This design comes from an exercise in tuning for small area and a short achievable clock period on the open sky130 flow, not from production work.
Function not checked in this run: the RTL went through the layout flow alone.
No activity file was given, so power comes from the tool's default toggle rates. The flow treats the clock pin as an ideal source, which a real chip does not have.

[design/flow/config.mk]
export PLATFORM = sky130hd
export DESIGN_NAME = top_5stage
export DESIGN_NICKNAME = top_5stage
export VERILOG_FILES = /design/flow/design.v
export SDC_FILE = /design/flow/constraint.sdc
export NUM_CORES = 4
export LEC_CHECK = 0
export ABC_CLOCK_PERIOD_IN_PS = 3000
export CAP_MARGIN = 20
export CORE_MARGIN = 2
export CORE_UTILIZATION = 60
export SLEW_MARGIN = 20
export SYNTH_HIERARCHICAL = 1
export SYNTH_MINIMUM_KEEP_SIZE = 0
[design/flow/constraint.sdc]
create_clock -name core_clock -period 9.0 [get_ports {clk}]
set_input_delay 1.8000 -clock core_clock [delete_from_list [all_inputs] [get_ports {clk}]]
set_output_delay 1.8000 -clock core_clock [all_outputs]
set_load 0.01 [all_outputs]
[design/flow/design.v]
module rf_aoi3(
    input  logic a1, b1, a2, b2, a3, b3,
    output logic y
);
    assign y = ~((a1 & b1) | (a2 & b2) | (a3 & b3));
endmodule
module top_5stage(
    input  logic        clk,
    input  logic        reset,
    output logic [15:0] imem_addr,
    input  logic [31:0] imem_rdata,
    output logic        dmem_re,
    output logic [15:0] dmem_addr,
    output logic [31:0] dmem_wdata,
    output logic [3:0]  dmem_wstrb,
    input  logic [31:0] dmem_rdata,
    output logic        rf_we,
    output logic [4:0]  rf_waddr,
    output logic [31:0] rf_wdata
);
    logic [15:1] pc;
    logic [31:0] instr;             
    logic [31:0] iD;                
    logic        vD;                
    logic [15:1] pD;                
    logic [31:0] A_E, B_E, C_E;     
    logic [4:0]  rd_E;
    logic [2:0]  f3_E;
    logic        opk_E, sub_E, sgn_E, xsel_E;
    logic        we_E, ld_E, br_E, sta_E, sthw_E, stw_E;    
    logic [31:0] X_M;               
    logic [15:0] Y_M;               
    logic [4:0]  rd_M;
    logic [2:0]  f3_M;
    logic        we_M, ld_M, pcsrc_M, sta_M, sthw_M, stw_M;  
    logic        ldi_M;             
    logic [31:0] LD;                
    logic [31:0] fin_W;
    logic [4:0]  rd_W;
    logic        we_W;              
    logic [31:1][31:0] rf;          
    assign imem_addr = {pc[15:2], 2'b00};
    always_ff @(posedge clk)
        instr <= imem_rdata;
    wire [6:0] op = iD[6:0];
    wire [2:0] f3 = iD[14:12];
    wire isR  = op == 7'b0110011;
    wire isIA = op == 7'b0010011;
    wire isL  = op == 7'b0000011;
    wire isS  = op == 7'b0100011;
    wire isB  = op == 7'b1100011;
    wire isU  = (op & 7'b1011111) == 7'b0010111;
    wire isI  = isIA | isL;
    wire rs1v = isR | isI | isS | isB;
    wire rs2v = isR | isS | isB;
    wire [4:0] rs1f = iD[19:15];
    wire [4:0] rs2f = iD[24:20];
    wire [4:0] rdf  = iD[11:7];
    wire stall = ld_E & (((rs1v ? rs1f : 5'd0) == rd_E) | ((rs2v ? rs2f : 5'd0) == rd_E));
    logic [31:1] s1, s2;
    always_ff @(posedge clk)
        for (int i = 1; i < 32; i++) begin
            s1[i] <= instr[19:15] == i[4:0];
            s2[i] <= instr[24:20] == i[4:0];
        end
    logic [31:0] rv1, rv2;
    logic [31:0][10:0] t1, t2;
    for (genvar b = 0; b < 32; b++) begin : g_rd
        for (genvar k = 0; k < 10; k++) begin : g_t
            rf_aoi3 u1(.a1(s1[3*k+1]), .b1(rf[3*k+1][b]), .a2(s1[3*k+2]), .b2(rf[3*k+2][b]),
                       .a3(s1[3*k+3]), .b3(rf[3*k+3][b]), .y(t1[b][k]));
            rf_aoi3 u2(.a1(s2[3*k+1]), .b1(rf[3*k+1][b]), .a2(s2[3*k+2]), .b2(rf[3*k+2][b]),
                       .a3(s2[3*k+3]), .b3(rf[3*k+3][b]), .y(t2[b][k]));
        end
        assign t1[b][10] = ~(s1[31] & rf[31][b]);
        assign t2[b][10] = ~(s2[31] & rf[31][b]);
        assign rv1[b] = ~&t1[b];
        assign rv2[b] = ~&t2[b];
    end
    wire shamt_sel = isI & (f3[1:0] == 2'b01);
    wire [31:0] imm_i = shamt_sel ? {27'd0, iD[24:20]} : {{20{iD[31]}}, iD[31:20]};
    wire [31:0] imm_s = {{20{iD[31]}}, iD[31:25], iD[11:7]};
    wire [31:0] imm_u = {iD[31:12], 12'd0};
    wire [31:0] imm_b = {{20{iD[12]}}, iD[20], iD[30:21], 1'b0};
    wire [31:0] imm = isI ? imm_i : isS ? imm_s : isU ? imm_u : isB ? imm_b : 32'd0;
    wire sllD = (isR | isIA) & (f3 == 3'b001);
    logic [31:0] rv1_rev;
    always_comb for (int i = 0; i < 32; i++) rv1_rev[i] = rv1[31-i];
    wire [15:1] dest = pD + imm_b[15:1];
    wire g = vD & ~stall;
    wire subD = (isR & (f3 == 3'b000) & (iD[31:25] != 7'd0)) | ((isR | isIA) & (f3[2:1] == 2'b01)) | isB;
    always_ff @(posedge clk) begin
        iD <= instr;
        pD <= pc;
        vD <= ~reset & ~stall;
        A_E <= rs1v ? (sllD ? rv1_rev : rv1) : 32'd0;
        B_E <= (isR ? rv2 : imm) ^ {32{subD}};
        C_E <= isB ? {16'd0, dest, 1'b0} : rv2;
        rd_E <= rdf;
        f3_E <= f3;
        opk_E <= isR | isIA;
        sub_E <= subD;
        sgn_E <= isR | (isB & ~f3[1]);
        xsel_E <= isS | isB;
    end
    always_ff @(posedge clk or posedge reset) begin
        if (reset) begin
            we_E <= 1'b0; ld_E <= 1'b0; br_E <= 1'b0;
            sta_E <= 1'b0; sthw_E <= 1'b0; stw_E <= 1'b0;
        end else begin
            we_E   <= g & ~isS & ~isB & (rdf != 5'd0);
            ld_E   <= g & isL;
            br_E   <= g & isB & (f3[2:1] != 2'b01);
            sta_E  <= g & isS & ((f3 == 3'b000) | (f3 == 3'b001) | (f3 == 3'b010));
            sthw_E <= g & isS & ((f3 == 3'b001) | (f3 == 3'b010));
            stw_E  <= g & isS & (f3 == 3'b010);
        end
    end
    wire [31:0] p = A_E ^ B_E;
    wire [31:0] gg = A_E & B_E;
    logic [31:0] G, P;
    always_comb begin
        G = gg;
        P = p;
        G[0] = gg[0] | (p[0] & sub_E);
        for (int l = 0; l < 5; l++)
            for (int i = 0; i < 32; i++)
                if ((i >> l) & 1) begin
                    G[i] = G[i] | (P[i] & G[((i >> l) << l) - 1]);
                    P[i] = P[i] & P[((i >> l) << l) - 1];
                end
    end
    wire [31:0] cin = {G[30:0], sub_E};
    wire [31:0] sum = p ^ cin;
    wire cout = G[31];
    wire ltu = ~cout;
    wire lts = p[31] ? ~cout : A_E[31];
    wire lt  = sgn_E ? lts : ltu;
    wire eq  = &p;
    wire flag = f3_E[2] ? (lt ^ f3_E[0]) : (eq ^ f3_E[0]);
    wire big = |B_E[31:5];
    wire [31:0] sr = big ? 32'd0 : (A_E >> B_E[4:0]);
    logic [31:0] sr_rev;
    always_comb for (int i = 0; i < 32; i++) sr_rev[i] = sr[31-i];
    wire is_add = ~opk_E | (f3_E == 3'b000);
    wire en_p = is_add | (f3_E == 3'b100) | (f3_E == 3'b110);
    wire en_c = is_add;
    wire en_g = opk_E & f3_E[2] & f3_E[1];
    wire en_sr = opk_E & (f3_E == 3'b101);
    wire en_sl = opk_E & (f3_E == 3'b001);
    wire en_lt = opk_E & (f3_E[2:1] == 2'b01);
    wire [31:0] res = ((p & {32{en_p}}) ^ (cin & {32{en_c}})) | (gg & {32{en_g}})
                    | (sr & {32{en_sr}}) | (sr_rev & {32{en_sl}}) | {31'd0, lt & en_lt};
    always_ff @(posedge clk) begin
        X_M <= xsel_E ? C_E : res;
        Y_M <= sum[15:0];
        rd_M <= rd_E;
        f3_M <= f3_E;
    end
    always_ff @(posedge clk or posedge reset) begin
        if (reset) begin
            we_M <= 1'b0; ld_M <= 1'b0; pcsrc_M <= 1'b0;
            sta_M <= 1'b0; sthw_M <= 1'b0; stw_M <= 1'b0;
        end else begin
            we_M <= we_E; ld_M <= ld_E; pcsrc_M <= br_E & flag;
            sta_M <= sta_E; sthw_M <= sthw_E; stw_M <= stw_E;
        end
    end
    assign dmem_re    = ld_M;
    assign dmem_addr  = Y_M;
    assign dmem_wdata = X_M;
    assign dmem_wstrb = {stw_M, stw_M, sthw_M, sta_M};
    logic [31:0] ldv;
    always_comb begin
        case (f3_M)
            3'b000: ldv = {{24{dmem_rdata[7]}}, dmem_rdata[7:0]};
            3'b001: ldv = {{16{dmem_rdata[15]}}, dmem_rdata[15:0]};
            3'b010: ldv = dmem_rdata;
            3'b100: ldv = {24'd0, dmem_rdata[7:0]};
            3'b101: ldv = {16'd0, dmem_rdata[15:0]};
            default: ldv = 32'd0;
        endcase
    end
    always_ff @(posedge clk) begin
        ldi_M <= ld_E;
        if (ldi_M & ~reset) LD <= ldv;
        fin_W <= ldi_M ? LD : X_M;
        rd_W <= rd_M;
    end
    always_ff @(posedge clk or posedge reset) begin
        if (reset) we_W <= 1'b0;
        else we_W <= we_M;
    end
    always_ff @(posedge clk) begin
        if (reset) pc <= 15'd0;
        else if (!stall) pc <= pcsrc_M ? X_M[15:1] : pc + 15'd2;
    end
    assign rf_we    = we_W;
    assign rf_waddr = rd_W;
    assign rf_wdata = fin_W;
    always_ff @(posedge clk)
        for (int i = 1; i < 32; i++)
            if (we_W && rd_W == i[4:0]) rf[i] <= fin_W;
endmodule
[design/flow/flow/run.sh]
#!/bin/bash
# Standard layout with a tighter setup repair target, plain buffers on the ports and a clock
# tree without dummy loads.
set -uo pipefail
bash standard.sh "SETUP_SLACK_MARGIN=5.9" \
  "BUFFER_PORTS_ARGS=-buffer_cell sky130_fd_sc_hd__buf_2" \
  "CTS_ARGS=-sink_clustering_enable -repair_clock_nets -dont_use_dummy_load -sink_clustering_size 30 -sink_clustering_max_diameter 90" \
  finish > make_finish.log 2>&1
[design/flow/standard.sh]
#!/bin/bash
# synth_recipe.tcl (not shown) runs the flow's synth.tcl, then flattens the netlist and writes it again
# the make line also repeats each setting of config.mk as NAME=value (left out here)
make -C /OpenROAD-flow-scripts/flow DESIGN_CONFIG=/design/flow/config.mk WORK_HOME=/design/flow/orfs CLKGATE_MAP_FILE= SYNTH_SCRIPT=/design/flow/synth_recipe.tcl "${@:-finish}"
==> flow_summary.json <==
{
  "status": "finished clean",
  "die_x_um": 308.4,
  "critical-path-slowest-cell": "a2111oi_0",
  "ir_drop_mv": 0.1677,
  "slew_viol_final": 0,
  "post-route-drc-count": 0,
  "synth_top_area_cell": "edfxtp_1",
  "async_reset_ff_share_pct": 0.9312,
  "yosysMostFrequentCell": "edfxtp_1",
  "grt_overflow": 0,
  "antenna_found_initial": 12,
  "combinationalPowerShare_pct": 9.7,
  "path_clk_slew_ns": 0.11,
  "yosysSeqAreaShare_pct": 68.84,
  "crit_chain": "buf_4 -> a222oi_1 -> nand4_1 -> a2111oi_0 -> buf_4 -> nor2b_1 -> a211oi_1",
  "synth_top_area_share_pct": 55.32,
  "routed_wl_mm": 227.6,
  "setup_viol": 0,
  "drt-initial-drc-count": 11110,
  "fin_nets": 4267,
  "p_leak_nw": 21.62,
  "ys_top_cells_by_area": "edfxtp_1, dfxtp_1, a222oi_1",
  "synthFlopType": "edfxtp_1",
  "io_buffers": 170,
  "area_growth_pct": 13.40,
  "routabilityCongestion": 1.002,
  "clk_latency_ns": 0.75,
  "worst-path-buf-inv": 2,
  "grt_max_degree": 65,
  "grt_pass1_wl_mm": 309.9,
  "finalHoldViolCount": 0,
  "pwr-share-seq_pct": 63.6,
  "syn_inst": 3766,
  "grt_usage_pct": 47.08,
  "rows": 111,
  "cp_data_arrival_time_ns": 3.81,
  "p_sw_mw": 2.739,
  "pwr-share-clk_pct": 26.6,
  "synthTopCellsByCount": "edfxtp_1, a222oi_1, dfxtp_1",
  "period_share_pct": 35.89,
  "max_freq_mhz": 309.6,
  "ant_nets": 0,
  "crit_type": "flip-flop to flip-flop",
  "grt_pass1_vias": 40780,
  "synth_seq_cells": 1396,
  "cts-root-buf": "clkbuf_16",
  "cp_max_fo": 24,
  "sw_frac_of_total_pct": 24.39,
  "cp_common_cell": "buf_4",
  "cp.required_ns": 9.58,
  "whs_ns": 0.3384,
  "dr.pass1.iters": 14,
  "synth_area_sq_um": 55580,
  "syn_avg_cell_area_sq_um": 14.76,
  "hold_path.class": "flip-flop to flip-flop",
  "worst_slew_pin_slew_ns": 1.128,
  "critPathTopFamily": "compound AO/OA/AOI/OAI gates",
  "synth_edf_count": 1024,
  "vias": 43500,
  "dpl.hpwl_mm": 131.2,
  "cts_max_path_buffers": 3,
  "wl_per_cell_um": 42.13,
  "relSlewSlack_pct": 24.78,
  "fp.dieH_um": 308.4,
  "rsz0062_at_grt": "yes",
  "via_per_inst": 8.055,
  "p_int_mw": 8.492,
  "worst_setup_path_start_kind": "flip-flop",
  "ioPinCount": 173,
  "drive_gt1_share_pct": 18.38,
  "p_per_area_nw_per_um2": 178.2,
  "cts.sinks": 1396,
  "cts_tree": "done",
  "h-tree-depth": 2,
  "start_util_pct": 60.55,
  "yosys_warnings": 7,
  "slowest_delay_ns": 0.90,
  "die_area_sq_um": 95090,
  "skew_ns": 0.06460,
  "cts_buffers": 55,
  "period_needed_ns": 3.230,
  "drv_cap": 0,
  "synth_cell_types": 94,
  "cp-end-kind": "flip-flop",
  "core_area_sq_um": 91800,
  "fin_tns_setup_ns": 0
}
state kept, by name, indices dropped and copies added (netlist names), 15 cells and up:
signal,count
LD,32
fin_W,32
Y_M,16
pD,15
B_E,32
instr,32
pc,15
rf,992
iD,32
s2,31
X_M,32
A_E,32
s1,31
C_E,32
modules after synthesis, one instance, submodules excluded:
module / flip-flops and latches / copies in the design / cells inside
top_5stage: 1396 / 1 / 3126
rf_aoi3: 0 / 640 / 1
cells in the final DEF (no fill, tap or decap), types with 13 or more instances in the layout:
cell       instances
o211ai_1          15
xor2_1            36
nand4_1          140
o21a_1            24
nand2_1          225
nand3_1           23
edfxtp_1        1024
clkbuf_16         55
nor2_1           168
a21oi_1          137
nand2b_1          21
a221oi_1          17
buf_2            136
a2111oi_0         24
a222oi_1         640
nor3_1            37
buf_12            25
xnor2_1           41
o21ai_1           25
mux2_2            40
dfxtp_4           70
ha_1              47
nor2_4            31
a211oi_1          40
bufbuf_16         25
mux2i_1           48
nor2b_1           53
a2111oi_1         21
dfxtp_1          272
buf_6             31
a2111oi_2         15
a31oi_1           15
o21ai_0           81
dfxtp_2           17
inv_1             29
or3_1             13
buf_4            233
power groups by stage:
stage / clock network, mW / logic (mW) / registers, mW
4_1_cts: 2.96 / 1.01 / 7.14
3_5_place_dp: 0 / 0.813 / 7.31
6_report: 2.99 / 1.09 / 7.15
3_3_place_gp: 0 / 0.797 / 7.31
2_1_floorplan: 0 / 0.309 / 7.30
5_1_grt: 3.17 / 1.09 / 7.15
routing by layer:
metal,vias up,track usage [%],routed length [um]
met5,-,0.6202,131
met2,4368,69.50,96870
li1,17100,-,-
met1,21040,55.71,69510
met4,14,37.75,23630
met3,981,17.04,37410
timing repair:
action / CTS / global route
setup endpoints to repair: 134 / 105
hold buffers: 0 / 0
gates resized for setup: 266 / 59
buffers inserted: 72 / 14
cloned: 25 / 1
pin swaps: 4 / 18
logic make-up (layout without fill, tap and decap cells):
family	after synthesis	after routing	share of synthesized area [%]
flip-flops	1396	1396	68.84
AO/OA/AOI/OAI	1175	1175	18.02
AND/OR/NAND/NOR	783	784	6.902
buffers and inverters	169	547	1.407
multiplexers	111	111	2.323
XOR/XNOR	78	78	1.229
adder cells (fa/ha/maj)	53	53	1.274
other	1	14	0.006746
through the flow:
| step | std cells | instance area (sq um) | setup slack, ns | util (%) | total power [mW] |
|---|---|---|---|---|---|
| final | 5401 | 63030 | 5.770 | 68.66 | 11.23 |
| after global routing | 5390 | 63010 | 5.806 | 68.63 | 11.42 |
| after CTS | 5374 | 62620 | 5.811 | 68.21 | 11.11 |
| after detailed placement | 5222 | 59020 | 4.713 | 64.29 | 8.123 |
| after global placement | 5222 | 59010 | 4.729 | 64.28 | 8.103 |
| after floorplan | 3767 | 55600 | 5.978 | - | 7.605 |
worst register-to-register path, delay by kind of cell, from the launching register on:
kind,cells,cell delay [ns]
AO/OA/AOI/OAI,3,1.40
AND/OR/NAND/NOR,2,0.62
buffers and inverters,2,0.60
flip-flops,1,0.46
final timing paths:
check | start | endpoint | slack (ns) | cells past startpoint
hold reg to reg | instr[27]$_DFF_P_ | iD[27]$_DFF_P_ | 0.34 | 0
hold / removal | instr[27]$_DFF_P_ | iD[27]$_DFF_P_ | 0.34 | 0
min in group asynchronous | reset | we_E$_DFF_PP0_ | 1.29 | 2
setup reg to reg | s1[30]$_DFF_P_ | A_E[21]$_SDFF_PP0_ | 5.77 | 7
max in group asynchronous | reset | pcsrc_M$_DFF_PP0_ | 7.29 | 2
setup / recovery | s1[30]$_DFF_P_ | A_E[21]$_SDFF_PP0_ | 5.77 | 7
layout make-up:
cell class                      instances  area (sq um)
Tap cell                             1243          1555
Inverter                               35         157.7
Timing Repair Buffer                  457          4198
Sequential cell                      1396         38550
Fill cell                            6265         28770
Clock buffer                           55          1376
Antenna cell                           12         30.03
Multi-Input combinational cell       2203         17170

[separate check: timing with driven ports]
In the flow no input, the clock included, has a driving cell. The finished layout below was timed again as built, in two steps. Step 1 (the two cells are an assumption about what drives the block):
set clk [get_ports {clk}]
set_driving_cell -lib_cell sky130_fd_sc_hd__clkbuf_16 $clk
set_driving_cell -lib_cell sky130_fd_sc_hd__buf_2 [delete_from_list [all_inputs] $clk]
Step 2 times the ports against the registers' clock, not the clock port: input delays grow and output delays shrink by t, the midpoint of the rising clock arrivals with the driver on. Slacks: ideal ports / drivers / drivers and shift; pairs: ideal ports / drivers.
shift t [ns]: 0.786
setup WS [ns]: 5.770 / 5.727 / 5.770
hold slack, ns: 0.338 / 0.338 / 0.338
worst slew at a driven data input, ns: 0.05
After both steps this run still meets setup and hold. The setup slack of this run moves by -0.043 ns with the drivers and by 0.000 ns with both steps.
